This design comes from an exercise in tuning for small area on the open sky130 flow, not from production work. Function was checked by simulation only, so behaviour that the tests miss may differ from the original. In every run shown here, the design's own scripts or RTL, not TritonCTS, make the clock network. No driver is modelled on the clock port, so clock power and skew are understated where the tree is cut down; a real chip needs a root buffer or a tree. Power and IR drop assume default switching activity.

`flow/design.v`:
```
module Man_encoder(
  input  wire       clk,
  input  wire       rst,
  input  wire       en,
  input  wire [7:0] data_in,
  input  wire [7:0] div,
  output reg        line
);
  localparam [4:0] S_R  = 5'd9;     
  localparam [4:0] S_T1 = 5'd12;    
  reg [4:0] s;
  reg [7:0] cnt;
  reg [7:0] data;
  wire cnt_z = (cnt == 8'd0);
  wire [7:0] cnt_dec = cnt - 8'd1;
  wire [4:0] s_inc = s + 5'd1;
  wire half   = s[4] | (s[3] & s[2]);           
  wire low    = ~s[4] & ~s[3];                  
  wire mid    = ~half & s[3];                   
  wire st_r   = mid & ~s[1];
  wire st_t21 = low & ~s[0];
  wire st_i1  = low & s[0];
  wire idle   = (mid & s[1] & ~s[0]) | st_i1;   
  wire step   = half & cnt_z;
  wire adv    = (mid & (~s[1] | s[0] | en)) | st_t21 | step;
  wire bitv   = s[4] & data[~s[3:1]];
  always @(posedge clk) begin
    if (rst)
      s <= S_R;
    else if (adv)
      s <= s_inc;
    else if (st_i1 && en && cnt_z)
      s <= S_T1;
    if (!cnt_z && !st_r && !st_t21)
      cnt <= cnt_dec;
    else
      cnt <= ({8{half}} & div) | (st_t21 ? 8'd12 : 8'd0);
    if (idle)
      data <= data_in;
    if (st_r)
      line <= 1'b0;
    else if (step)
      line <= bitv ^ s[0];
  end
endmodule
module Man_decoder(
  input  wire       clk,
  input  wire       rst,
  input  wire       line,
  output reg  [7:0] data_out,
  output wire [2:0] state_out
);
  localparam [2:0] RESET          = 3'b001;
  localparam [2:0] IDLE_HIGH      = 3'b010;
  localparam [2:0] IDLE_LOW       = 3'b100;
  localparam [2:0] CLOCKSYNC_HIGH = 3'b011;
  localparam [2:0] CLOCKSYNC_LOW  = 3'b101;
  localparam [2:0] MASK           = 3'b110;
  localparam [2:0] READ           = 3'b000;
  reg [2:0]  state;
  reg [2:0]  next_state;
  localparam [15:0] RF = 16'h5555;
  localparam [15:0] RM = 16'hAAAA;
  reg [15:0] f_q;           
  reg [15:0] m_q;           
  wire [15:0] f = f_q ^ RF;         
  wire [15:0] mask_cnt = m_q ^ RM;  
  reg [3:0]  decoded_cnt;   
  reg        read_one_bit;
  reg        last_line;
  function [15:0] lfsr_fwd(input [15:0] x);
    lfsr_fwd = {x[14:0], ~(x[15] ^ x[8])};
  endfunction
  function [15:0] lfsr_bwd(input [15:0] x);
    lfsr_bwd = {~(x[0] ^ x[9]), x[15:1]};
  endfunction
  wire end_of_convert = decoded_cnt[3];
  wire [3:0] dc_inc = decoded_cnt + 4'd1;
  wire [1:0] c_lo = decoded_cnt[1:0];
  wire mask_z = (mask_cnt == 16'd0) || (read_one_bit && mask_cnt == 16'd1);
  wire in_mask = state[2] & state[1];
  wire st_sync = state[0] & (state[1] ^ state[2]);    
  wire st_idle = ~state[0] & (state[1] ^ state[2]);   
  wire st_read = ~|state;
  wire sync_end = (state == CLOCKSYNC_LOW) && line;
  wire edge_seen = !read_one_bit && last_line != line;
  always @(*) begin
    case (state)
      RESET:          next_state = rst ? RESET : IDLE_HIGH;
      IDLE_HIGH:      next_state = line ? IDLE_HIGH : IDLE_LOW;
      IDLE_LOW:       next_state = line ? CLOCKSYNC_HIGH : IDLE_LOW;
      CLOCKSYNC_HIGH: next_state = line ? CLOCKSYNC_HIGH : CLOCKSYNC_LOW;
      CLOCKSYNC_LOW:  next_state = line ? MASK : CLOCKSYNC_LOW;
      READ:           next_state = end_of_convert ? (line ? IDLE_HIGH : IDLE_LOW)
                                 : read_one_bit ? MASK : READ;
      default:        next_state = mask_z ? READ : MASK;      
    endcase
  end
  always @(posedge clk) begin
    if (rst)
      state <= RESET;
    else
      state <= next_state;
    if (in_mask)
      m_q <= lfsr_bwd(mask_cnt) ^ RM;
    else
      m_q <= f ^ RM;
    if (state[0])
      data_out <= 8'd0;
    else if (st_read && edge_seen)
      data_out <= {data_out[6:0], ~line};
    if (st_idle) begin
      f_q <= RF;
      decoded_cnt <= 4'd0;
    end else if (st_sync) begin
      decoded_cnt <= sync_end ? 4'd0 : {2'b00, dc_inc[1:0]};
      if (c_lo != 2'd0 && !(sync_end && c_lo == 2'd2)) f_q <= lfsr_fwd(f) ^ RF;
    end else if (st_read && edge_seen)
      decoded_cnt <= dc_inc;
    if (st_sync)
      read_one_bit <= (c_lo == 2'd3);
    else if (in_mask)
      read_one_bit <= read_one_bit && !mask_z;
    else
      read_one_bit <= edge_seen;
    last_line <= line;
  end
  assign state_out = ~state;
endmodule
module manchester_top(
  input  wire       clk,
  input  wire       rst,
  input  wire       tx_en,
  input  wire [7:0] tx_data,
  input  wire [7:0] tx_div,
  output wire       line,
  output wire [7:0] rx_data,
  output wire [2:0] rx_state
);
  Man_encoder ME(.clk(clk), .rst(rst), .en(tx_en), .data_in(tx_data), .div(tx_div), .line(line));
  Man_decoder MD(.clk(clk), .rst(rst), .line(line), .data_out(rx_data), .state_out(rx_state));
endmodule
```
`flow/flow/run.sh`:
```
#!/bin/bash
# Own layout flow: the standard flow (standard.sh) with these changes:
#  - synthesis is the standard synthesis script, but its final ABC mapping
#    is tried with each of the area-oriented scripts flow/abc*.script and
#    the one with the smallest cell area is kept (flow/abc_best.tcl);
#    registers are untouched (ABC only maps combinational logic);
#  - the port buffers are sky130_fd_sc_hd__buf_1;
#  - clock tree synthesis options from flow/cts_args.txt, if present;
#  - after CTS, flow/clock_tree.tcl (ORFS's POST_CTS_TCL hook) replaces the
#    clock tree with a flat one: one root buffer and 8 leaf buffers.
# Each make run's output goes to a log file of its own here; ORFS's per-step
# logs are under orfs/logs/.
set -euo pipefail
here=$(pwd)
{
  echo "set ::abc_scripts [list $(ls $here/flow/abc*.script | tr '\n' ' ')]"
  echo "source $here/flow/abc_best.tcl"
  cat synth_recipe.tcl
} > my_synth.tcl
sed -e "s#SYNTH_SCRIPT=[^ ]*synth_recipe.tcl#SYNTH_SCRIPT=$here/my_synth.tcl#" standard.sh > my_standard.sh
grep -q "SYNTH_SCRIPT=$here/my_synth.tcl" my_standard.sh
export BUFFER_PORTS_ARGS="-buffer_cell sky130_fd_sc_hd__buf_1"
if [[ -f flow/cts_args.txt ]]; then
  export CTS_ARGS="$(cat flow/cts_args.txt)"
fi
export POST_CTS_TCL=$here/flow/clock_tree.tcl
bash my_standard.sh synth > synth.log 2>&1
bash my_standard.sh > layout.log 2>&1
```
`flow/flow/abc1.script`:
```
strash
dch -f
amap
```
`flow/flow/abc2.script`:
```
strash
dch -f
amap
strash
&get -n
&deepsyn -T 30
&put
dch -f
amap
```
`flow/flow/abc3.script`:
```
strash
dch -f
amap
strash
&get -n
&deepsyn -T 30
&put
&get -n
&dch -f
&nf -a -R 1000
&put
```
`flow/flow/abc4.script`:
```
strash
&get -n
&deepsyn -T 20
&put
&get -n
&dch -f
&nf -a -R 1000
&put
```
`flow/flow/abc5.script`:
```
strash
dch -f
amap
strash
&get -n
&deepsyn -T 30 -S 1
&put
dch -f
amap
```
`flow/flow/abc6.script`:
```
strash
dch -f
amap
strash
&get -n
&deepsyn -T 30 -S 2
&put
&get -n
&dch -f
&nf -a -R 1000
&put
```
`flow/flow/abc_best.tcl`:
```
# Replaces Yosys's abc command for the standard synthesis script: the
# logic is mapped with each ABC script in ::abc_scripts and the mapping with
# the smallest cell area is kept. Only combinational logic is mapped; the
# registers are left as the standard synthesis made them.
proc abc {args} {
  set i [lsearch $args -script]
  set libs {}
  for {set k 0} {$k < [llength $args]} {incr k} {
    if {[lindex $args $k] eq "-liberty"} { lappend libs -liberty [lindex $args [expr {$k + 1}]] }
  }
  yosys design -save abc_before
  set best -1
  set best_area 0
  set k 0
  foreach script $::abc_scripts {
    yosys design -load abc_before
    lset args [expr {$i + 1}] $script
    yosys abc {*}$args
    set report [yosys tee -q -s result.string stat {*}$libs]
    set area 1e18
    regexp {Chip area for module '[^']*': ([0-9.]+)} $report -> area
    puts "abc_best: $script area $area"
    yosys design -save abc_result_$k
    if {$best < 0 || $area < $best_area} { set best $k; set best_area $area }
    incr k
  }
  puts "abc_best: keeping [lindex $::abc_scripts $best] ($best_area)"
  yosys design -load abc_result_$best
}
```
`flow/flow/clock_tree.tcl`:
```
proc ctr_x {it} { set b [[$it getInst] getBBox]; return [expr {([$b xMin] + [$b xMax]) / 2}] }
proc ctr_y {it} { set b [[$it getInst] getBBox]; return [expr {([$b yMin] + [$b yMax]) / 2}] }
proc split_groups {sinks levels axis} {
  if {$levels == 0} { return [list $sinks] }
  set keyed {}
  foreach it $sinks {
    if {$axis eq "x"} { lappend keyed [list [ctr_x $it] $it] } else { lappend keyed [list [ctr_y $it] $it] }
  }
  set sorted {}
  foreach k [lsort -integer -index 0 $keyed] { lappend sorted [lindex $k 1] }
  set h [expr {[llength $sorted] / 2}]
  set next [expr {$axis eq "x" ? "y" : "x"}]
  return [concat [split_groups [lrange $sorted 0 [expr {$h - 1}]] [expr {$levels - 1}] $next] \
                 [split_groups [lrange $sorted $h end] [expr {$levels - 1}] $next]]
}
proc place_at {inst x y} {
  $inst setLocation $x $y
  $inst setPlacementStatus PLACED
}
proc flat_clock_tree { leaf_master levels root_master } {
  set block [ord::get_db_block]
  set db [ord::get_db]
  set clkport [$block findBTerm clk]
  set clknet [$clkport getNet]
  set sinks {}
  set bufs {}
  set nets {}
  set todo [list $clknet]
  while {[llength $todo] > 0} {
    set net [lindex $todo 0]
    set todo [lrange $todo 1 end]
    foreach it [$net getITerms] {
      if {![$it isInputSignal]} { continue }
      set inst [$it getInst]
      set m [[$inst getMaster] getName]
      if {[string match "sky130_fd_sc_hd__clkbuf_*" $m] || [string match "sky130_fd_sc_hd__buf_*" $m]} {
        lappend bufs $inst
        foreach o [$inst getITerms] {
          if {[$o isOutputSignal]} {
            set on [$o getNet]
            if {$on ne "NULL"} { lappend todo $on; lappend nets $on }
          }
        }
      } else {
        lappend sinks $it
      }
    }
  }
  puts "flat_clock_tree: [llength $sinks] sinks, removing [llength $bufs] buffers"
  set groups [split_groups $sinks $levels x]
  foreach it $sinks { $it disconnect }
  foreach inst $bufs { odb::dbInst_destroy $inst }
  foreach net $nets { odb::dbNet_destroy $net }
  set drv $clknet
  if {$root_master ne ""} {
    set rnet [odb::dbNet_create $block clk_root]
    $rnet setSigType CLOCK
    set rbuf [odb::dbInst_create $block [$db findMaster $root_master] clk_root_buf]
    foreach it [$rbuf getITerms] {
      if {[$it isInputSignal]} { $it connect $clknet }
      if {[$it isOutputSignal]} { $it connect $rnet }
    }
    set drv $rnet
  }
  set i 0
  set ax 0; set ay 0
  foreach g $groups {
    set net [odb::dbNet_create $block clk_leaf_$i]
    $net setSigType CLOCK
    set buf [odb::dbInst_create $block [$db findMaster $leaf_master] clk_leaf_buf_$i]
    foreach it [$buf getITerms] {
      if {[$it isInputSignal]} { $it connect $drv }
      if {[$it isOutputSignal]} { $it connect $net }
    }
    set sx 0; set sy 0
    foreach it $g { $it connect $net; set sx [expr {$sx + [ctr_x $it]}]; set sy [expr {$sy + [ctr_y $it]}] }
    set n [llength $g]
    place_at $buf [expr {$sx / $n}] [expr {$sy / $n}]
    set ax [expr {$ax + $sx / $n}]; set ay [expr {$ay + $sy / $n}]
    puts "flat_clock_tree: leaf $i drives $n sinks"
    incr i
  }
  if {$root_master ne ""} { place_at $rbuf [expr {$ax / $i}] [expr {$ay / $i}] }
}

# POST_CTS hook: 8 leaf buffers (buf_4) under one root buffer (buf_2)
flat_clock_tree sky130_fd_sc_hd__buf_4 3 sky130_fd_sc_hd__buf_2
detailed_placement
check_placement -verbose
estimate_parasitics -placement
```
`flow/flow/cts_args.txt`:
```
-sink_clustering_enable -repair_clock_nets -dont_use_dummy_load
```
`flow/standard.sh`:
```
#!/bin/bash
# synth_recipe.tcl (not shown) runs the flow's synth.tcl, then flattens the netlist and writes it again
# the make line also repeats each setting of config.mk as NAME=value (left out here)
make -C /OpenROAD-flow-scripts/flow DESIGN_CONFIG=/design/flow/config.mk WORK_HOME=/design/flow/orfs CLKGATE_MAP_FILE= SYNTH_SCRIPT=/design/flow/synth_recipe.tcl "${@:-finish}"
```
`flow/config.mk`:
```
export PLATFORM = sky130hd
export DESIGN_NAME = manchester_top
export DESIGN_NICKNAME = manchester_top
export VERILOG_FILES = /design/flow/design.v
export SDC_FILE = /design/flow/constraint.sdc
export NUM_CORES = 4
export LEC_CHECK = 0
export CAP_MARGIN = 20
export CORE_MARGIN = 2
export CORE_UTILIZATION = 65
export PLACE_DENSITY = 0.85
export SLEW_MARGIN = 20
```
`flow/constraint.sdc`:
```
create_clock -name core_clock -period 10.0 [get_ports {clk}]
set_input_delay 2.0000 -clock core_clock [delete_from_list [all_inputs] [get_ports {clk}]]
set_output_delay 2.0000 -clock core_clock [all_outputs]
set_load 0.01 [all_outputs]
```
==> metrics.md, run 1 <==
| Metric | Value |
|---|---|
| NetSw | 326 uW |
| Metal1 wirelength | 2.27 mm |
| Post-synthesis register bit count | 71 |
| Total vias in the final route | 2198 |
| Most numerous cell in the Yosys netlist | dfxtp_1 |
| Seq/Total Area, Yosys | 0.556 |
| Area post-placement | 0.00289 mm2 |
| DR iter-0 viols | 125 |
| GRT overflow | 0 |
| Routed length on met2 | approximately 2.4 mm |
| Slowest CP cell | dfxtp_1 |
| Setup violators final | 0 |
| Vias in the first global route | 1947 |
| Cells after Synth | 288 |
| Die ar. | 0.00469 mm2 |
| Clock power share | 0.148 |
| Setup crit start kind | register |
| Area growth syn-to-layout | 9.73% |
| Diodes inserted | 0 |
| CTS sink cnt | 71 |
| Met3 WL | roughly 320 um |
| PortBufs | 30 |
| Power share of the combinational group | 0.368 |
| Vias per cell | 5.80 |
| Hold Path Class | register to register |
| Ys Warns | 2 |
| Crit path cell chain | clkinv_1, buf_1 |
| Sequential share of power | 0.483 |
| Max transition margin | 0.560 |
| Finished Layout Cells | 379 |
| Die Y | roughly 68 um |
| Cell area power density | 284 mW/mm2 |
| Fin Setup TNS | 0 ns |
| DRC viols | 0 |
| Routed WL | 5.06 mm |
| Crit-path max cell delay | 0.42 ns |
| Max frequency | 296 MHz |
| Syn avg cell area | 9.38 um2 |
| Worst-path clk slew | 0.09 ns |
| Io pins | 31 |
| Util after Layout | 0.741 |
| Die width | 68.5 um |
| P_leak | roughly 0.0011 uW |
| Largest net degree at the start of global routing | 19 |
| Share of the synthesized area in the top cell type | 0.467 |
| Required time of the critical path | 8.00 ns |
| Nets@finish | around 360 |
| Detailed placer's ending HPWL | 3.52 mm |
| Fraction of registers with async set/reset | 0 |
| Critical setup path kind | register to output pin |
| Min Tclk post-route | 3.38 ns |
| Post-synth EDFFs | 8 |
| Mapped Area | about 0.0027 mm2 |
| Top post-synthesis cells by count | dfxtp_1 (63), clkinv_1 (41), nor2_1 (31), o22ai_1 (25), o21ai_0 (19) |
| Dpl cells | 370 |
| Share of cells above drive strength 1 | 0.0365 |
| Arrival @ worst endpoint | 1.38 ns |
| Top FF cell, synth | dfxtp_1 |
| Max Used Layer | met4 |
| Global-route wire length before repair | 8.28 mm |
| RSZ-0062 raised after global routing | no |
| Rows | 23 |
| Max-cap check violation count | 0 |
| Final hold vios | 0 |
| Synthesized Nets | roughly 320 |
| Hold WS | 0.431 ns |
| CP Capture Type | output pin |
| Design Area, Final | slightly below 0.003 mm2 |
| Top area cells in the synthesized netlist | dfxtp_1 (47%), edfxtp_1 (8.9%), o22ai_1 (5.8%), clkinv_1 (5.7%), nor2_1 (4.3%) |
| Gr usage total | 0.228 |
| Gpl congestion | 0.899 |
| Outcome | no timing/DRC/antenna violations |
| Least-Margin Pin Slew | 0.660 ns |
| Clock Latency Late Sink | 0.43 ns |
| P_int | around 520 uW |
| Starting density of the core | 0.675 |
| Max-slew violations | 0 |
| Core area | 0.00400 mm2 |
| Drt first pass iters | 4 |
| Clock Skew | 0.0169 ns |
| Top cell type by total area after synthesis | dfxtp_1 |
| DR WL/cell | 13.4 um |
| Switching Fraction | 0.387 |
| Synth cell types | 30 |
| Final period util | 0.338 |
| Crit Path Max Fanout | 13 |
| Routed Antenna Nets | 0 |
| Max VDD drop | 0.146 mV |
| Initial antenna violation count | 0 |
-- sequential cells by signal (all words and copies together) (netlist names), 3 cells and up --
register,cells
ME.data,8
MD.data_out,8
MD.decoded_cnt,4
MD.f_q,16
MD.m_q,16
ME.s,5
ME.cnt,8
MD.state,3
-- metrics by stage --
step	power [uW]	setup slack [ns]
after detailed placement	715	6.77
after global placement	701	6.82
final	841	6.62
after global routing	909	6.49
after floorplan	634	7.01
-- critical path: cells and delay by family (launching register included) --
family / cells / cell delay, ns
buffers and inverters: 2 / 0.54
DFF: 1 / 0.42
-- power groups by stage --
stage / Clock (uW) / Sequential, uW / Combinational (uW)
5_1_grt: 139 / 416 / 354
3_5_place_dp: 0 / 412 / 303
3_3_place_gp: 0 / 410 / 291
6_report: 125 / 407 / 310
2_1_floorplan: 0 / 401 / 234
-- cells in the final DEF (no fill, tap or decap), types with 9 or more instances in the layout --
cell type / netlist / routed
nor2_1: 31 / 31
dfxtp_1: 63 / 63
buf_1: 0 / 30
a21oi_1: 17 / 17
nand2_1: 17 / 17
nand3_1: 9 / 9
o22ai_1: 25 / 25
o21ai_0: 19 / 19
clkinv_1: 41 / 41
buf_4: 0 / 10
-- cell type report --
type                    instances  area (um2)
multi-input cells             176        1050
plain buffers                   9        65.1
fillers                       314        1040
flip-flops and latches         71        1500
repair buffers                 32         128
well taps                      50        62.6
inverters                      41         154
-- cells by family after synthesis --
group / count (synthesis) / share of synthesized area
AND/OR/NAND/NOR: 77 / 0.127
AO/OA/AOI/OAI: 91 / 0.223
buffers and inverters: 41 / 0.0570
adder cells (fa/ha/maj): 8 / 0.0371
flip-flops: 71 / 0.556
-- final timing paths --
path,startpoint,to,slack [ns],cells past startpoint
worst min-delay path,MD.m_q[13]$_DFF_P_,MD.m_q[12]$_DFF_P_,0.43,1
worst min register to register,MD.m_q[13]$_DFF_P_,MD.m_q[12]$_DFF_P_,0.43,1
worst max register to register,ME.line$_SDFFE_PP0P_,MD.f_q[0]$_SDFFE_PP1P_,7.54,7
worst max-delay path,MD.state[0]$_SDFF_PP1_,rx_state[0],6.62,2
-- routing by layer --
layer	up-vias	GRT usage
met2	64	0.389
li1	1133	-
met4	0	0.0550
met1	995	0.294
met3	6	0.0493
met5	-	0
==> run 2: changes to the inputs <==
--- a/flow/design.v
+++ b/flow/design.v
@@ -22,3 +22,3 @@
   wire st_i1  = low & s[0];
-  wire idle   = (mid & s[1] & ~s[0]) | st_i1;   
+  wire load   = ~half & ~(s[3] & s[1] & s[0]);
   wire step   = half & cnt_z;
@@ -37,3 +37,3 @@
       cnt <= ({8{half}} & div) | (st_t21 ? 8'd12 : 8'd0);
-    if (idle)
+    if (load)
       data <= data_in;
@@ -84,3 +84,3 @@
   wire st_read = ~|state;
-  wire sync_end = (state == CLOCKSYNC_LOW) && line;
+  wire sync_end = state[2] && line;    
   wire edge_seen = !read_one_bit && last_line != line;
@@ -88,3 +88,3 @@
     case (state)
-      RESET:          next_state = rst ? RESET : IDLE_HIGH;
+      RESET:          next_state = IDLE_HIGH;    
       IDLE_HIGH:      next_state = line ? IDLE_HIGH : IDLE_LOW;
==> run 2 against run 1 <==
Net effect:
- register-to-register slack worse by 0.20 ns
- largest power group unchanged
- power is 2.4% higher
- global-route usage hardly changed
- combinational power is 3% higher
- area after synthesis is 1.0% lower
- wire length is 2.5% higher
- final area is 1.6% lower
- maximum frequency is 1.9% higher
==> metrics.md, run 2 <==
| Metric | Value |
|---|---|
| Outcome | no timing/DRC/antenna violations |
| Fraction of registers with async set/reset | 0 |
| Critical setup path kind | register to output pin |
| Routed WL | between 5 and 6 mm |
| Share of cells above drive strength 1 | 0.0318 |
| Post-synthesis register bit count | 71 |
| GRT overflow | 0 |
| Vias in the first global route | ~1.9k |
| Diodes inserted | 0 |
| Crit Path Max Fanout | 15 |
| Detailed placer's ending HPWL | 3.59 mm |
| Cell area power density | 295 mW/mm2 |
| Crit Reg-Reg Startpoint | ME.cnt[0]$_DFF_P_ |
| Arrival @ worst endpoint | 1.31 ns |
| Top post-synthesis cells by count | dfxtp_1 (63), clkinv_1 (37), o22ai_1 (26), nor2_1 (20), o21ai_0 (19) |
| Hold Path Class | register to register |
| Most common cell after layout, fill and taps aside | dfxtp_1 |
| Util after Layout | 0.734 |
| Clock Skew | between 0.01 and 0.015 ns |
| DR iter-0 viols | 132 |
| Top FF cell, synth | dfxtp_1 |
| Drt first pass iters | 4 |
| DR WL/cell | ~14 um |
| R2R depth | 9 |
| Max-slew violations | 0 |
| Max-cap check violation count | 0 |
| Setup violators final | 0 |
| Most frequent cells in the layout | dfxtp_1 (63), clkinv_1 (37), buf_1 (30) |
| Global-route wire length before repair | 8.34 mm |
| Final worst slack | around 6.7 ns |
| Top cell type by total area after synthesis | dfxtp_1 |
| Final period util | 0.331 |
| Max frequency | a little over 300 MHz |
| Biggest regs | MD.f_q: 16 flops, MD.m_q: 16 flops |
| CP Launch Point | MD.state[0]$_SDFF_PP1_ |
| RSZ-0062 raised after global routing | no |
| Rows | 23 |
| Hold wc startpoint | ME.line$_SDFFE_PP0P_ |
| P_leak | 0.00104 uW |
| Syn avg cell area | 9.72 um2 |
| Clock Latency Late Sink | between 0.4 and 0.5 ns |
| Vias per cell | 5.87 |
| Min Tclk post-route | ~3.3 ns |
| Tot Pwr | 862 uW |
| Starting density of the core | 0.673 |
| Gr usage total | 0.228 |
| Seq/Total Area, Yosys | 0.562 |
| Post-synth EDFFs | 8 |
| Setup crit start kind | register |
| Top area cells in the synthesized netlist | dfxtp_1 (47%), edfxtp_1 (9.0%), o22ai_1 (6.1%), clkinv_1 (5.2%), ha_1 (3.7%) |
| CTS sink cnt | 71 |
| Io pins | 31 |
| Nets@finish | 343 |
| Max transition margin | 0.544 |
| Synth cell types | 32 |
| PortBufs | 30 |
| Worst R2R End | ME.s[3]$_SDFFE_PP1P_ |
| DRC viols | 0 |
| WHS Endpoint | MD.last_line$_DFF_P_ |
| Mapped Area | 0.00267 mm2 |
| Cells after Synth | 275 |
| Synthesized Nets | a little over 300 |
| Core area | 0.00397 mm2 |
| Die width | 68.1 um |
| Least-Margin Pin Slew | between 0.6 and 0.7 ns |
| Gpl congestion | 0.763 |
| Finished Layout Cells | 364 |
| Fin Setup TNS | 0 ns |
| Routed Antenna Nets | 0 |
| Worst-path clk slew | 0.08 ns |
| Dpl ws | between 6 and 7 ns |
| Total vias in the final route | 2137 |
| Die Y | 68.1 um |
| Final hold vios | 0 |
| Setup slack, reg-to-reg | 7.34 ns |
| Initial antenna violation count | 0 |
| Ys Warns | 2 |
| Share of the synthesized area in the top cell type | 0.472 |
| Area growth syn-to-layout | 9.08% |
| Largest net degree at the start of global routing | 20 |
| CP Capture Type | output pin |
| Dpl cells | about 360 |
| Die ar. | 0.00464 mm2 |
| Hold path depth | 0 |
| Max VDD drop | 0.216 mV |
| Most numerous cell in the Yosys netlist | dfxtp_1 |
| Required time of the critical path | 8.00 ns |
run 2: metrics by stage:
stage | instance area, um2 | hold slack (ns)
after floorplan | 2670 | 0.403
after global placement | 2850 | 0.415
after detailed placement | 2850 | 0.415
after global routing | 2920 | 0.435
final | 2920 | 0.426
run 2: critical path, stage by stage (launching register included):
cell	delay, ns
dfxtp_1	0.32
clkinv_1	0.33
buf_1	0.24
run 2: layout make-up:
class | count | area (um2)
timing repair buffer | 30 | 113
multi-input combinational | 167 | 1040
fill | 312 | 1050
sequential | 71 | 1500
tap | 50 | 62.6
inverter | 37 | 139
buffer | 9 | 65.1
run 2: per-layer routing:
layer | global-route usage | up-vias | part of all wire
li1 | - | 1093 | -
met1 | 0.299 | 996 | 0.46
met2 | 0.393 | 43 | 0.49
met3 | 0.0444 | 5 | 0.044
met4 | 0.0425 | 0 | 0.010
met5 | 0 | - | 0
run 2: logic make-up after synthesis:
family | share of synthesized area
AO/OA/AOI/OAI | 0.236
adder cells (fa/ha/maj) | 0.0374
flip-flops | 0.562
buffers and inverters | 0.0519
AND/OR/NAND/NOR | 0.113
run 2: worst max path at each step:
stage                                 to  slack [ns]  cells past startpoint
detailed placement  ME.s[4]$_SDFFE_PP0P_        6.77                     10
global route                 rx_state[0]        6.56                      2
floorplan           ME.s[4]$_SDFFE_PP0P_        7.02                      9
finish                       rx_state[0]        6.69                      2
global placement    ME.s[4]$_SDFFE_PP0P_        6.85                     10
run 2: report_power, final:
group / switching, uW / total [uW] / internal, uW
combinational: 202 / 320 / 118
clock: 80.9 / 124 / 42.9
sequential: 50.9 / 418 / 367
total: 334 / 862 / 528
==> run 3: changes to the inputs <==
--- a/flow/design.v
+++ b/flow/design.v
@@ -25,3 +25,3 @@
   wire adv    = (mid & (~s[1] | s[0] | en)) | st_t21 | step;
-  wire bitv   = s[4] & data[~s[3:1]];
+  wire bitv   = s[4] & data[7];
   always @(posedge clk) begin
@@ -39,2 +39,4 @@
       data <= data_in;
+    else if (step && s[4] && s[0])
+      data <= {data[6:0], 1'b0};    
     if (st_r)
==> run 3 against run 2 <==
Net effect:
- register-to-register slack lost 0.41 ns
- first-iteration DRC count increased by 0.76%
- sequential power grew 4%
- flip-flop and latch count unchanged
- synthesized cell count shrank 2.2%
- area after synthesis down 0.80%
- hold slack gained 0.0047 ns
- via count down 0.37%
- power rose by 4.7%
- highest routed layer unchanged
- largest power group unchanged
- final area decreased by 0.47%
==> metrics.md, run 3 <==
| Metric | Value |
|---|---|
| Met3 WL | 251 um |
| CTS sink cnt | 71 |
| Least-Margin Pin Slew | a little over 1 ns |
| Die Y | 67.9 um |
| Setup violators final | 0 |
| Max transition margin | 0.327 |
| Max frequency | 301 MHz |
| Seq/Total Area, Yosys | 0.566 |
| Hold Path Class | register to register |
| Max-cap check violation count | 0 |
| DR iter-0 viols | between 100 and 150 |
| Power share of the combinational group | 0.380 |
| DR WL/cell | between 10 and 15 um |
| Synth cell types | 30 |
| Top cell type by total area after synthesis | dfxtp_1 |
| Cells after Synth | 269 |
| Vias per cell | about 5.9 |
| Routed Antenna Nets | 0 |
| Register area | 0.00150 mm2 |
| CP Capture Type | output pin |
| Cell area power density | about 310 mW/mm2 |
| Most numerous cell in the Yosys netlist | dfxtp_1 |
| Most frequent cells in the layout | dfxtp_1 (63), clkinv_1 (36), buf_1 (30) |
| Initial antenna violation count | 0 |
| Max VDD drop | 0.196 mV |
| Diodes inserted | 0 |
| NetSw | about 350 uW |
| Hold path depth | 1 |
| Slowest CP cell | dfxtp_1 |
| Total vias in the final route | 2129 |
| Outcome | no timing/DRC/antenna violations |
| Area growth syn-to-layout | 9.43% |
| Final hold vios | 0 |
| Switching Fraction | 0.391 |
| Clock Skew | between 0.01 and 0.015 ns |
| Hold wc startpoint | MD.m_q[8]$_DFF_P_ |
| Post-synth EDFFs | 8 |
| Synthesized Nets | 295 |
| Routed length on met2 | 2.56 mm |
| P_int | approximately 550 uW |
| Final period util | 0.332 |
| Gr usage total | 0.220 |
| RSZ-0062 raised after global routing | no |
| Mapped Area | 0.00265 mm2 |
| Max Used Layer | met4 |
| Vias in the first global route | 1894 |
| Fin Setup TNS | 0 ns |
| Detailed placer's ending HPWL | 3.57 mm |
| Ys Warns | 2 |
| Syn avg cell area | 9.86 um2 |
| Share of cells above drive strength 1 | 0.0356 |
| Crit path cell chain | clkinv_1, buf_1 |
| Fillers | 314 |
| Crit Reg-Reg Startpoint | ME.cnt[0]$_DFF_P_ |
| Critical setup path kind | register to output pin |
| Setup slack, reg-to-reg | 6.93 ns |
| Multi-input gate area | 0.00102 mm2 |
| Crit-path max cell delay | 0.34 ns |
| Min Tclk post-route | roughly 3.3 ns |
| Clock power share | 0.139 |
| Rows | 23 |
| Worst-path clk slew | 0.08 ns |
| Most common cell after layout, fill and taps aside | dfxtp_1 |
| Worst R2R End | ME.s[2]$_SDFFE_PP0P_ |
| Setup crit start kind | register |
| DRC viols | 0 |
| Fraction of registers with async set/reset | 0 |
| Share of the synthesized area in the top cell type | 0.475 |
| Metal1 wirelength | 2.29 mm |
| R2R depth | 12 |
| Util after Layout | 0.731 |
| Sequential share of power | 0.481 |
| Io pins | 31 |
| Top FF cell, synth | dfxtp_1 |
| Biggest regs | MD.f_q: 16 flops, MD.m_q: 16 flops |
| WHS Endpoint | MD.m_q[7]$_DFF_P_ |
| Largest net degree at the start of global routing | 19 |
| P_leak | 0.00104 uW |
| Clock Latency Late Sink | approximately 0.42 ns |
| PortBufs | 30 |
| Crit Path Max Fanout | 14 |
| Top post-synthesis cells by count | dfxtp_1 (63), clkinv_1 (36), o22ai_1 (25), nor2_1 (22), nand2_1 (17) |
| GRT overflow | 0 |
| Die width | 67.9 um |
| Drt first pass iters | 4 |
| Die ar. | 0.00461 mm2 |
| Top area cells in the synthesized netlist | dfxtp_1 (48%), edfxtp_1 (9.1%), o22ai_1 (5.9%), clkinv_1 (5.1%), ha_1 (3.3%) |
| Post-synthesis register bit count | between 70 and 80 |
| Starting density of the core | 0.668 |
| Routed WL | 5.14 mm |
| Arrival @ worst endpoint | 1.32 ns |
| Required time of the critical path | 8.00 ns |
| Global-route wire length before repair | 8.05 mm |
| Gpl congestion | approximately 0.86 |
| Nets@finish | 337 |
| Core area | around 0.004 mm2 |
| Max-slew violations | 0 |
## run 3: worst max path at each step
stage | slack, ns | cells past startpoint | start | end
2_1_floorplan | 6.96 | 7 | tx_en | ME.s[3]$_SDFFE_PP1P_
3_3_place_gp | 6.78 | 7 | tx_en | ME.s[2]$_SDFFE_PP0P_
3_5_place_dp | 6.67 | 8 | tx_en | ME.s[3]$_SDFFE_PP1P_
5_1_grt | 6.56 | 2 | MD.state[0]$_SDFF_PP1_ | rx_state[0]
6_report | 6.68 | 2 | MD.state[0]$_SDFF_PP1_ | rx_state[0]
## run 3: cell type report
cell class | count | area share
Sequential cell | 71 | 0.517
Inverter | 36 | 0.0466
Multi-Input combinational cell | 162 | 0.352
Timing Repair Buffer | 31 | 0.0405
Buffer | 9 | 0.0224
Tap cell | 50 | 0.0216
## run 3: stage by stage
stage / hold WS, ns / instance area [um2] / instances / worst slack [ns] / total power, uW
final: 0.431 / 2900 / 359 / 6.68 / 902
after global routing: 0.451 / 2900 / 359 / 6.56 / 968
after detailed placement: 0.428 / 2830 / 349 / 6.67 / 776
after global placement: 0.415 / 2830 / 349 / 6.78 / 759
after floorplan: 0.403 / 2650 / 269 / 6.96 / 688
## run 3: kinds of logic (layout without fill, tap and decap cells)
group | after synthesis | after routing | synth area share
compound gates | 97 | 97 | 0.253
flops | 71 | 71 | 0.566
simple gates | 58 | 58 | 0.0967
buf+inv | 36 | 76 | 0.0509
fa+ha+maj | 7 | 7 | 0.0330
## run 3: critical path: cells and delay by family, from the launching register on
kind	cells	cell delay [ns]
buffers and inverters	2	0.56
flip-flops	1	0.34
## run 3: power groups by stage
stage / logic (uW) / clock network, uW / registers, uW
floorplan: 263 / 0 / 425
global placement: 323 / 0 / 436
detailed placement: 336 / 0 / 440
global route: 385 / 140 / 443
finish: 343 / 125 / 434
## run 3: metal layers
metal / vias to the layer above / track usage
met5: - / 0
met4: 0 / 0.0500
met3: 6 / 0.0428
met2: 53 / 0.397
met1: 984 / 0.273
li1: 1086 / -
==> run 4: changes to the inputs <==
--- a/flow/flow/clock_tree.tcl
+++ b/flow/flow/clock_tree.tcl
@@ -2,4 +2,6 @@
 proc ctr_y {it} { set b [[$it getInst] getBBox]; return [expr {([$b yMin] + [$b yMax]) / 2}] }
-proc split_groups {sinks levels axis} {
-  if {$levels == 0} { return [list $sinks] }
+proc split_groups {sinks factors axis} {
+  if {[llength $factors] == 0} { return [list $sinks] }
+  set f [lindex $factors 0]
+  set rest [lrange $factors 1 end]
   set keyed {}
@@ -10,6 +12,11 @@
   foreach k [lsort -integer -index 0 $keyed] { lappend sorted [lindex $k 1] }
-  set h [expr {[llength $sorted] / 2}]
   set next [expr {$axis eq "x" ? "y" : "x"}]
-  return [concat [split_groups [lrange $sorted 0 [expr {$h - 1}]] [expr {$levels - 1}] $next] \
-                 [split_groups [lrange $sorted $h end] [expr {$levels - 1}] $next]]
+  set n [llength $sorted]
+  set out {}
+  for {set j 0} {$j < $f} {incr j} {
+    set a [expr {($j * $n) / $f}]
+    set b [expr {(($j + 1) * $n) / $f - 1}]
+    set out [concat $out [split_groups [lrange $sorted $a $b] $rest $next]]
+  }
+  return $out
 }
@@ -19,3 +26,3 @@
 }
-proc flat_clock_tree { leaf_master levels root_master } {
+proc flat_clock_tree { leaf_master factors root_master } {
   set block [ord::get_db_block]
@@ -35,3 +42,3 @@
       set m [[$inst getMaster] getName]
-      if {[string match "sky130_fd_sc_hd__clkbuf_*" $m] || [string match "sky130_fd_sc_hd__buf_*" $m]} {
+      if {[string match "sky130_fd_sc_hd__clkbuf_*" $m]} {
         lappend bufs $inst
@@ -49,3 +56,3 @@
   puts "flat_clock_tree: [llength $sinks] sinks, removing [llength $bufs] buffers"
-  set groups [split_groups $sinks $levels x]
+  set groups [split_groups $sinks $factors x]
   foreach it $sinks { $it disconnect }
@@ -85,4 +92,4 @@
 
-# POST_CTS hook: 8 leaf buffers (buf_4) under one root buffer (buf_2)
-flat_clock_tree sky130_fd_sc_hd__buf_4 3 sky130_fd_sc_hd__buf_2
+# POST_CTS hook: 6 leaf buffers (buf_4) under one root buffer (buf_2)
+flat_clock_tree sky130_fd_sc_hd__buf_4 {2 3} sky130_fd_sc_hd__buf_2
 detailed_placement
--- a/flow/config.mk
+++ b/flow/config.mk
@@ -9,4 +9,4 @@
 export CORE_MARGIN = 2
-export CORE_UTILIZATION = 65
-export PLACE_DENSITY = 0.85
+export CORE_UTILIZATION = 75
+export PLACE_DENSITY = 0.92
 export SLEW_MARGIN = 20
==> run 4 against run 3 <==
Net effect:
- still clean on timing, DRC and antenna
- setup slack got worse by 0.00051 ns
- cell count is 1.9% lower
- sequential share of layout area grew 0.36 points
- maximum frequency barely moved
- critical path type unchanged
- critical endpoint unchanged
- largest cell class unchanged
==> metrics.md, run 4 <==
| Metric | Value |
|---|---|
| Outcome | no timing/DRC/antenna violations |
| R2R depth | 12 |
| PortBufs | 30 |
| Die width | 63.5 um |
| Fin Setup TNS | 0 ns |
| Syn avg cell area | around 10 um2 |
| Max-slew violations | 0 |
| Mapped Area | 0.00265 mm2 |
| Slowest CP cell | dfxtp_1 |
| DRC viols | 0 |
| Most numerous cell in the Yosys netlist | dfxtp_1 |
| Critical path buffer and inverter count | 2 |
| Starting density of the core | 0.789 |
| Crit Path Max Fanout | 14 |
| Worst-path clk slew | 0.11 ns |
| Final hold vios | 0 |
| Delay-heaviest family, CP | buffers and inverters |
| Hold Path Class | register to register |
| Total vias in the final route | 2143 |
| Least-Margin Pin Slew | 1.06 ns |
| Most frequent cells in the layout | dfxtp_1 (63), clkinv_1 (36), buf_1 (30) |
| Max frequency | 301 MHz |
| Clock Skew | 0.0159 ns |
| DR WL/cell | 15.1 um |
| Hold path depth | 1 |
| Critical setup path kind | register to output pin |
| GRT overflow | 0 |
| Min Tclk post-route | 3.32 ns |
| DR iter-0 viols | 233 |
| Clock Latency Late Sink | 0.40 ns |
| Share of the synthesized area in the top cell type | 0.475 |
| CTS sink cnt | 71 |
| Share of cells above drive strength 1 | 0.0294 |
| Max transition margin | 0.294 |
| Core area | 0.00336 mm2 |
| Post-synth EDFFs | 8 |
| Vias per cell | around 6.1 |
| Top post-synthesis cells by count | dfxtp_1 (63), clkinv_1 (36), o22ai_1 (25), nor2_1 (22), nand2_1 (17) |
| Die ar. | approximately 0.0040 mm2 |
| Seq/Total Area, Yosys | 0.566 |
| Post-synthesis register bit count | 71 |
| Max VDD drop | 0.225 mV |
| Final period util | 0.332 |
| Crit-path max cell delay | 0.36 ns |
| Gr usage total | 0.277 |
| Biggest regs | MD.f_q: 16 flops, MD.m_q: 16 flops |
| WHS Endpoint | MD.m_q[1]$_DFF_P_ |
| Setup violators final | 0 |
| Cell area power density | 310 mW/mm2 |
| Synthesized Nets | ~300 |
| Arrival @ worst endpoint | 1.32 ns |
| Worst R2R End | ME.s[2]$_SDFFE_PP0P_ |
| Top area cells in the synthesized netlist | dfxtp_1 (48%), edfxtp_1 (9.1%), o22ai_1 (5.9%), clkinv_1 (5.1%), ha_1 (3.3%) |
| Setup crit start kind | register |
| P_leak | about 0.001 uW |
| Crit path cell chain | clkinv_1, buf_1 |
| Detailed placer's ending HPWL | 3.70 mm |
| Vias in the first global route | 2155 |
| Fraction of registers with async set/reset | 0 |
| Nets@finish | 334 |
| Top FF cell, synth | dfxtp_1 |
| Routed Antenna Nets | 0 |
| Gpl congestion | between 0.8 and 0.9 |
| Cells after Synth | roughly 270 |
| Io pins | 31 |
| Setup slack, reg-to-reg | 6.85 ns |
| RSZ-0062 raised after global routing | no |
| Routed WL | 5.31 mm |
| Required time of the critical path | 8.00 ns |
| Hold WS | 0.438 ns |
| Tot Pwr | 895 uW |
| Diodes inserted | 0 |
| CP Capture Type | output pin |
| Largest net degree at the start of global routing | 19 |
| Ys Warns | 2 |
| Synth cell types | 30 |
| Drt first pass iters | 4 |
| Top cell type by total area after synthesis | dfxtp_1 |
| Hold wc startpoint | MD.m_q[2]$_DFF_P_ |
| Most common cell after layout, fill and taps aside | dfxtp_1 |
| Die Y | 63.5 um |
| Area growth syn-to-layout | 8.68% |
| Max-cap check violation count | 0 |
| Initial antenna violation count | 0 |
| Rows | 21 |
| Crit Reg-Reg Startpoint | ME.cnt[0]$_DFF_P_ |
| Global-route wire length before repair | around 9 mm |
-- run 4: changes by cell type in the layout (fill, tap and decap cells not counted) --
cell and delta:
buf_4 -2, buf_2 -1, nor3_1 -1, nor3_2 +1
-- run 4: through the flow --
step                      worst slack, ns  instances  utilization  cell area, um2
after floorplan                      6.96        269            -            2650
after global placement               6.78        345        0.839            2820
after detailed placement             6.65        345        0.839            2820
after global routing                 6.48        352        0.857            2880
final                                6.68        352        0.857            2880
-- run 4: kinds of logic after synthesis --
family | Yosys count | share of synthesized area
AOI/OAI and AO/OA | 97 | 0.253
adders and majority gates | 7 | 0.0330
and+or+nand+nor | 58 | 0.0967
DFF | 71 | 0.566
buffers and inverters | 36 | 0.0509
-- run 4: worst reg2reg max path, stage by stage, from the launching register on --
cell and delay, ns:
dfxtp_1 0.34, clkinv_1 0.05, ha_1 0.13, clkinv_1 0.08, or3_1 0.39, or3_1 0.40, nor3_1 0.44, nand2_1 0.15
clkinv_1 0.21, nor3_1 0.13, o21ai_0 0.18, o21ai_0 0.24, a311oi_1 0.32
-- run 4: worst max path at each step --
stage,start,end,slack [ns],cells past startpoint
floorplan,tx_en,ME.s[3]$_SDFFE_PP1P_,6.96,7
global placement,tx_en,ME.s[2]$_SDFFE_PP0P_,6.78,7
finish,MD.state[0]$_SDFF_PP1_,rx_state[0],6.68,2
detailed placement,tx_en,ME.s[3]$_SDFFE_PP1P_,6.65,8
global route,ME.cnt[0]$_DFF_P_,ME.s[2]$_SDFFE_PP0P_,6.48,12
-- run 4: power breakdown --
part,switching (uW),internal (uW),total (uW)
Clock,79.8,33.3,113
Combinational,218,129,347
Sequential,56.5,378,435
Total,355,540,895
-- run 4: area by class of cell --
cell class / count / area, um2
Sequential cell: 71 / 1500
Multi-Input combinational cell: 162 / 1030
Inverter: 36 / 135
Tap cell: 46 / 57.6
Timing Repair Buffer: 30 / 113
Buffer: 7 / 50.0
Fill cell: 189 / 480
-- run 4: per-layer routing --
layer,vias to the layer above,global-route usage,part of all wire
met5,-,0,0
met4,0,0.0924,0.020
met3,14,0.0339,0.041
met2,50,0.487,0.50
met1,999,0.353,0.44
li1,1080,-,-
==> run 5: changes to the inputs <==
--- a/flow/flow/run.sh
+++ b/flow/flow/run.sh
@@ -9,3 +9,3 @@
 #  - after CTS, flow/clock_tree.tcl (ORFS's POST_CTS_TCL hook) replaces the
-#    clock tree with a flat one: one root buffer and 8 leaf buffers.
+#    clock tree with a flat one: one root buffer and 6 leaf buffers.
 # Each make run's output goes to a log file of its own here; ORFS's per-step
==> flow/flow/abc7.script (new file) <==
strash
dch -f
amap
strash
&get -n
&deepsyn -T 60 -S 3
&put
dch -f
amap
==> flow/flow/abc8.script (new file) <==
strash
dch -f
amap
strash
&get -n
&deepsyn -T 30 -S 1
&put
dch -f
amap
strash
&get -n
&deepsyn -T 30 -S 2
&put
dch -f
amap
==> run 5 against run 4 <==
Net effect:
- clock power hardly changed
- critical path type unchanged
- cell count is 0.28% higher
- flip-flop and latch count stayed put
- clock skew is 0.00072 ns higher
- setup slack worse by 0.031 ns
- sequential power is 3% higher
- critical path depth stayed put
- wire length is 0.49% lower
- still clean on timing, DRC and antenna
- combinational power is 8.4% higher
==> metrics.md, run 5 <==
| Metric | Value |
|---|---|
| Outcome | no timing/DRC/antenna violations |
| Delay-heaviest family, CP | buffers and inverters |
| Max VDD drop | slightly above 0.2 mV |
| Gpl congestion | 0.889 |
| Total vias in the final route | 2122 |
| Die Y | between 60 and 70 um |
| Top cell type by total area after synthesis | dfxtp_1 |
| Min Tclk post-route | 3.35 ns |
| Most frequent cells in the layout | dfxtp_1 (63), clkinv_1 (33), buf_1 (30) |
| Biggest regs | MD.f_q: 16 flops, MD.m_q: 16 flops |
| DR iter-0 viols | 138 |
| Share of the synthesized area in the top cell type | 0.476 |
| Gr usage total | 0.266 |
| Max frequency | between 200 and 300 MHz |
| Fraction of registers with async set/reset | 0 |
| Max transition margin | 0.504 |
| Post-synth EDFFs | 8 |
| Critical path buffer and inverter count | 2 |
| Top FF cell, synth | dfxtp_1 |
| Max-cap check violation count | 0 |
| Synth cell types | 28 |
| Hold WS | 0.399 ns |
| Largest net degree at the start of global routing | 20 |
| Slowest CP cell | dfxtp_1 |
| Rows | 21 |
| Mapped Area | 0.00265 mm2 |
| Dpl ws | roughly 6.6 ns |
| Arrival @ worst endpoint | 1.35 ns |
| Worst-path clk slew | 0.11 ns |
| Least-Margin Pin Slew | 0.739 ns |
| DRC viols | 0 |
| Crit Path Max Fanout | 12 |
| Finished Layout Cells | around 350 |
| Share of cells above drive strength 1 | 0.0261 |
| Top area cells in the synthesized netlist | dfxtp_1 (48%), edfxtp_1 (9.1%), o22ai_1 (6.4%), clkinv_1 (4.7%), o21ai_0 (3.8%) |
| Synthesized Nets | 296 |
| PortBufs | 30 |
| Routed WL | around 5.3 mm |
| Fin Setup TNS | 0 ns |
| Detailed placer's ending HPWL | 3.74 mm |
| Starting density of the core | 0.787 |
| Die width | 63.4 um |
| Diodes inserted | 0 |
| Most numerous cell in the Yosys netlist | dfxtp_1 |
| Nets@finish | 335 |
| DR WL/cell | 15.0 um |
| Syn avg cell area | around 10 um2 |
| Clock Latency Late Sink | 0.39 ns |
| Crit-path max cell delay | 0.42 ns |
| Fillers | 205 |
| Final worst slack | 6.65 ns |
| Io pins | 31 |
| CP Capture Type | output pin |
| Register area | 0.00150 mm2 |
| Initial antenna violation count | 0 |
| Hold Path Class | register to register |
| Routed Antenna Nets | 0 |
| Final period util | 0.335 |
| Critical setup path kind | register to output pin |
| Cells after Synth | 270 |
| Drt first pass iters | 4 |
| Most common cell after layout, fill and taps aside | dfxtp_1 |
| Global-route wire length before repair | 8.69 mm |
| Vias in the first global route | 1948 |
| CTS sink cnt | 71 |
| Die ar. | just over 0.004 mm2 |
| Core area | between 0.003 and 0.004 mm2 |
| Ys Warns | 2 |
| Top post-synthesis cells by count | dfxtp_1 (63), clkinv_1 (33), o22ai_1 (27), nand2_1 (20), o21ai_0 (20) |
| GRT overflow | 0 |
| Vias per cell | between 6 and 7 |
| Dpl cells | 346 |
| Crit path cell chain | clkinv_1, buf_1 |
| Required time of the critical path | 8.00 ns |
| Cell area power density | 326 mW/mm2 |
| Final hold vios | 0 |
| Post-synthesis register bit count | about 70 |
| Setup crit start kind | register |
| Setup violators final | 0 |
| Clock Skew | 0.0166 ns |
| Multi-input gate area | 0.00103 mm2 |
| P_leak | 0.00103 uW |
| Area growth syn-to-layout | 8.51% |
| Max-slew violations | 0 |
| Seq/Total Area, Yosys | 0.567 |
| RSZ-0062 raised after global routing | no |
==> run 5: cell types whose count changed after synthesis, sizes merged, moves of 3 or more <==
cell | previous run | this run
a21oi | 15 | 11
o21ai | 15 | 20
clkinv | 36 | 33
nor2 | 22 | 19
nand2 | 17 | 20
==> run 5: path summary, 6_finish.rpt <==
path | from | end | slack, ns | depth (start not counted)
max | MD.state[0]$_SDFF_PP1_ | rx_state[0] | 6.65 | 2
min | ME.line$_SDFFE_PP0P_ | MD.last_line$_DFF_P_ | 0.40 | 0
max reg2reg | ME.cnt[0]$_DFF_P_ | ME.s[3]$_SDFFE_PP1P_ | 6.90 | 13
min reg2reg | ME.line$_SDFFE_PP0P_ | MD.last_line$_DFF_P_ | 0.40 | 0
==> run 5: cell type report <==
| type | instances | share of cell area |
|---|---|---|
| flip-flops and latches | 71 | 0.523 |
| multi-input cells | 166 | 0.358 |
| inverters | 33 | 0.0431 |
| repair buffers | 30 | 0.0392 |
| well taps | 46 | 0.0200 |
| plain buffers | 7 | 0.0174 |
==> run 5: per-stage QoR <==
step | instance area (um2) | total power [uW] | util
finish | 2870 | 938 | 0.854
global route | 2870 | 1000 | 0.854
detailed placement | 2820 | 821 | 0.838
global placement | 2820 | 797 | 0.838
floorplan | 2650 | 722 | -
==> run 5: worst register-to-register path, stage by stage, from the launching register on <==
cell	delay [ns]
dfxtp_1	0.34
clkinv_1	0.05
ha_1	0.14
clkinv_1	0.08
or3_1	0.39
or3_1	0.41
nor3_1	0.42
nand2_1	0.18
clkinv_1	0.20
nor3_1	0.12
o21ai_0	0.20
o21ai_0	0.27
clkinv_1	0.09
o221ai_1	0.09
==> run 5: logic make-up (layout without fill, tap and decap cells) <==
group,after synthesis,after routing,synth area share
compound gates,96,96,0.245
flops,71,71,0.567
simple gates,63,63,0.108
buf+inv,33,70,0.0468
fa+ha+maj,7,7,0.0331
==> run 5: power breakdown <==
group	total, uW	leakage, uW	internal (uW)	switching (uW)
registers	447	0.000598	389	58.3
logic	376	0.000404	139	237
clock network	114	0.0000328	33.4	80.8
==> run 5: layer usage <==
layer / share of wire / wire, um / up-vias / track usage
met4: 0.013 / 70 / 0 / 0.0543
met3: 0.047 / 246 / 11 / 0.0393
met5: 0 / 0 / - / 0
met1: 0.45 / 2360 / 975 / 0.343
met2: 0.49 / 2610 / 56 / 0.474
li1: - / - / 1080 / -
==> run 6: changes to the inputs <==
--- a/flow/design.v
+++ b/flow/design.v
@@ -61,3 +61,4 @@
   localparam [2:0] READ           = 3'b000;
-  reg [2:0]  state;
+  reg [2:0]  state_n;        
+  wire [2:0] state = ~state_n;
   reg [2:0]  next_state;
@@ -102,5 +103,5 @@
     if (rst)
-      state <= RESET;
+      state_n <= ~(RESET);
     else
-      state <= next_state;
+      state_n <= ~(next_state);
     if (in_mask)
@@ -129,3 +130,3 @@
   end
-  assign state_out = ~state;
+  assign state_out = state_n;
 endmodule
==> run 6 against run 5 <==
Net effect:
- power down 4.4%
- maximum frequency up 3.4%
- core utilization up 0.074 points
- via count up 2.3%
- clock power about the same
- combinational power down 8.8%
- critical path type unchanged
- critical endpoint unchanged
- largest power group unchanged
- highest routed layer unchanged
==> metrics.md, run 6 <==
| Metric | Value |
|---|---|
| Fillers | 195 |
| Share of the synthesized area in the top cell type | 0.476 |
| Area post-placement | 0.00282 mm2 |
| Initial antenna violation count | 0 |
| DRC viols | 0 |
| Sequential share of power | 0.492 |
| Vias per cell | 6.17 |
| Max transition margin | 0.530 |
| Synth cell types | 32 |
| Vias in the first global route | about 2.1k |
| Max-cap check violation count | 0 |
| Starting density of the core | 0.787 |
| Cells after Synth | 268 |
| Fraction of registers with async set/reset | 0 |
| Global-route wire length before repair | 8.76 mm |
| PortBufs | 30 |
| Max VDD drop | roughly 0.18 mV |
| Delay-heaviest family, CP | flip-flops |
| Critical path buffer and inverter count | 1 |
| NetSw | 355 uW |
| Critical setup path kind | register to output pin |
| Diodes inserted | 0 |
| Top FF cell, synth | dfxtp_1 |
| Drt first pass iters | 4 |
| Most frequent cells in the layout | dfxtp_1 (63), buf_1 (30), clkinv_1 (29) |
| Synthesized Nets | 294 |
| Final period util | 0.324 |
| Gr usage total | 0.268 |
| GRT overflow | 0 |
| Top cell type by total area after synthesis | dfxtp_1 |
| Max frequency | about 310 MHz |
| Arrival @ worst endpoint | 1.24 ns |
| Design Area, Final | 0.00288 mm2 |
| CP Capture Type | output pin |
| Clock Skew | between 0.015 and 0.02 ns |
| P_leak | between 0.001 and 0.0015 uW |
| Io pins | 31 |
| Die width | 63.4 um |
| DR iter-0 viols | 102 |
| Clock power share | 0.126 |
| Share of cells above drive strength 1 | 0.0261 |
| Setup violators final | 0 |
| Crit Path Max Fanout | 16 |
| DR WL/cell | 14.9 um |
| Routed WL | 5.24 mm |
| Setup crit start kind | register |
| Outcome | no timing/DRC/antenna violations |
| Gpl congestion | 0.857 |
| Slowest CP cell | dfxtp_1 |
| Syn avg cell area | 9.88 um2 |
| Most numerous cell in the Yosys netlist | dfxtp_1 |
| Crit-path max cell delay | 0.65 ns |
| Worst-path clk slew | 0.11 ns |
| P_int | 541 uW |
| Top post-synthesis cells by count | dfxtp_1 (63), clkinv_1 (29), o22ai_1 (25), nor2_1 (23), nand2_1 (21) |
| Detailed placer's ending HPWL | ~3.7 mm |
| Mapped Area | 0.00265 mm2 |
| Post-synthesis register bit count | between 70 and 80 |
| Die ar. | 0.00402 mm2 |
| Total vias in the final route | 2171 |
| Biggest regs | MD.f_q: 16 flops, MD.m_q: 16 flops |
| Seq/Total Area, Yosys | 0.567 |
| Post-synth EDFFs | 8 |
| Required time of the critical path | approximately 8.0 ns |
| Largest net degree at the start of global routing | 19 |
| Top area cells in the synthesized netlist | dfxtp_1 (48%), edfxtp_1 (9.1%), o22ai_1 (5.9%), clkinv_1 (4.1%), ha_1 (3.3%) |
| Min Tclk post-route | 3.24 ns |
| Routed Antenna Nets | 0 |
| Die Y | 63.4 um |
| Final hold vios | 0 |
| Core area | 0.00336 mm2 |
| Ys Warns | 2 |
| Max-slew violations | 0 |
| CTS sink cnt | 71 |
| Crit path cell chain | buf_1 |
| Clock Latency Late Sink | roughly 0.39 ns |
| Cell area power density | 312 mW/mm2 |
| Fin Setup TNS | 0 ns |
| RSZ-0062 raised after global routing | no |
| Least-Margin Pin Slew | 0.702 ns |
| Rows | 21 |
| Power share of the combinational group | 0.382 |
| Switching Fraction | 0.396 |
| Nets@finish | 334 |
| Most common cell after layout, fill and taps aside | dfxtp_1 |
| Hold Path Class | register to register |
| Area growth syn-to-layout | 8.60% |
[run 6: metrics by stage]
stage                     std cells   util  hold slack [ns]  setup WS (ns)  total power (uW)
final                           352  0.855            0.407           6.76               897
after global routing            352  0.855            0.423           6.63               960
after detailed placement        344  0.838            0.391           6.60               777
after global placement          344  0.838            0.390           6.69               757
after floorplan                 268      -            0.409           6.88               687
[run 6: power groups by stage]
stage / Clock (uW) / Sequential (uW) / Combinational [uW]
finish: 113 / 441 / 343
detailed placement: 0 / 446 / 331
global route: 121 / 452 / 387
floorplan: 0 / 432 / 256
global placement: 0 / 442 / 316
[run 6: cell families after synthesis]
family                   after synthesis  share of synthesized area
AND/OR/NAND/NOR                       67                      0.114
buffers and inverters                 29                     0.0411
adder cells (fa/ha/maj)                7                     0.0331
flip-flops                            71                      0.567
AO/OA/AOI/OAI                         94                      0.245
[run 6: final timing paths]
path | from | slack (ns) | cells after the start | to
setup / recovery | MD.state_n[0]$_SDFF_PP0_ | 6.76 | 1 | rx_state[0]
hold / removal | ME.line$_SDFFE_PP0P_ | 0.41 | 0 | MD.last_line$_DFF_P_
setup reg to reg | ME.cnt[0]$_DFF_P_ | 6.88 | 12 | ME.s[2]$_SDFFE_PP0P_
hold reg to reg | ME.line$_SDFFE_PP0P_ | 0.41 | 0 | MD.last_line$_DFF_P_
[run 6: cell type report]
| cell class | count | area, um2 | area share |
|---|---|---|---|
| flip-flops and latches | 71 | 1500 | 0.522 |
| multi-input cells | 168 | 1040 | 0.361 |
| repair buffers | 31 | 120 | 0.0418 |
| inverters | 29 | 109 | 0.0379 |
| well taps | 46 | 57.6 | 0.0200 |
| plain buffers | 7 | 50.0 | 0.0174 |
[run 6: metal layers]
metal | vias to the layer above | GRT usage | wire length, um
met1 | 1009 | 0.349 | 2290
li1 | 1073 | - | -
met5 | - | 0 | 0
met4 | 0 | 0.0951 | 132
met3 | 15 | 0.0304 | 254
met2 | 74 | 0.462 | 2570

-- static timing again, ports no longer ideal --
The flow's constraints put no driver on any port. The routed layouts listed below were extracted and timed again, unchanged, in two steps. Step 1 (the two cells are an assumption about what drives the block):
set clk [get_ports {clk}]
set_driving_cell -lib_cell sky130_fd_sc_hd__clkbuf_16 $clk
set_driving_cell -lib_cell sky130_fd_sc_hd__buf_2 [delete_from_list [all_inputs] $clk]
Step 2 times the ports against the registers' clock, not the clock port: input delays grow and output delays shrink by t, the midpoint of the rising clock arrivals with the driver on. a / b / c = ideal / step 1 / step 2; a / b = the first two.
run	shift t [ns]	setup slack, ns	worst hold slack (ns)	worst data-port slew with drivers (ns)
run 1	0.443	6.622 / 6.596 / 6.727	0.431 / 0.431 / 0.431	0.03
run 2	0.444	6.685 / 6.659 / 6.695	0.426 / 0.426 / 0.426	0.03
run 3	0.445	6.683 / 6.656 / 6.551	0.431 / 0.431 / 0.431	0.04
run 4	0.422	6.682 / 6.657 / 6.548	0.438 / 0.438 / 0.438	0.03
run 5	0.410	6.651 / 6.627 / 6.550	0.399 / 0.399 / 0.399	0.03
run 6	0.407	6.762 / 6.735 / 6.564	0.407 / 0.407 / 0.407	0.03
After both steps setup and hold are still met in every run listed. For run 6, which loses most, drivers alone change the setup slack by -0.027 ns; drivers and shift together by -0.198 ns.
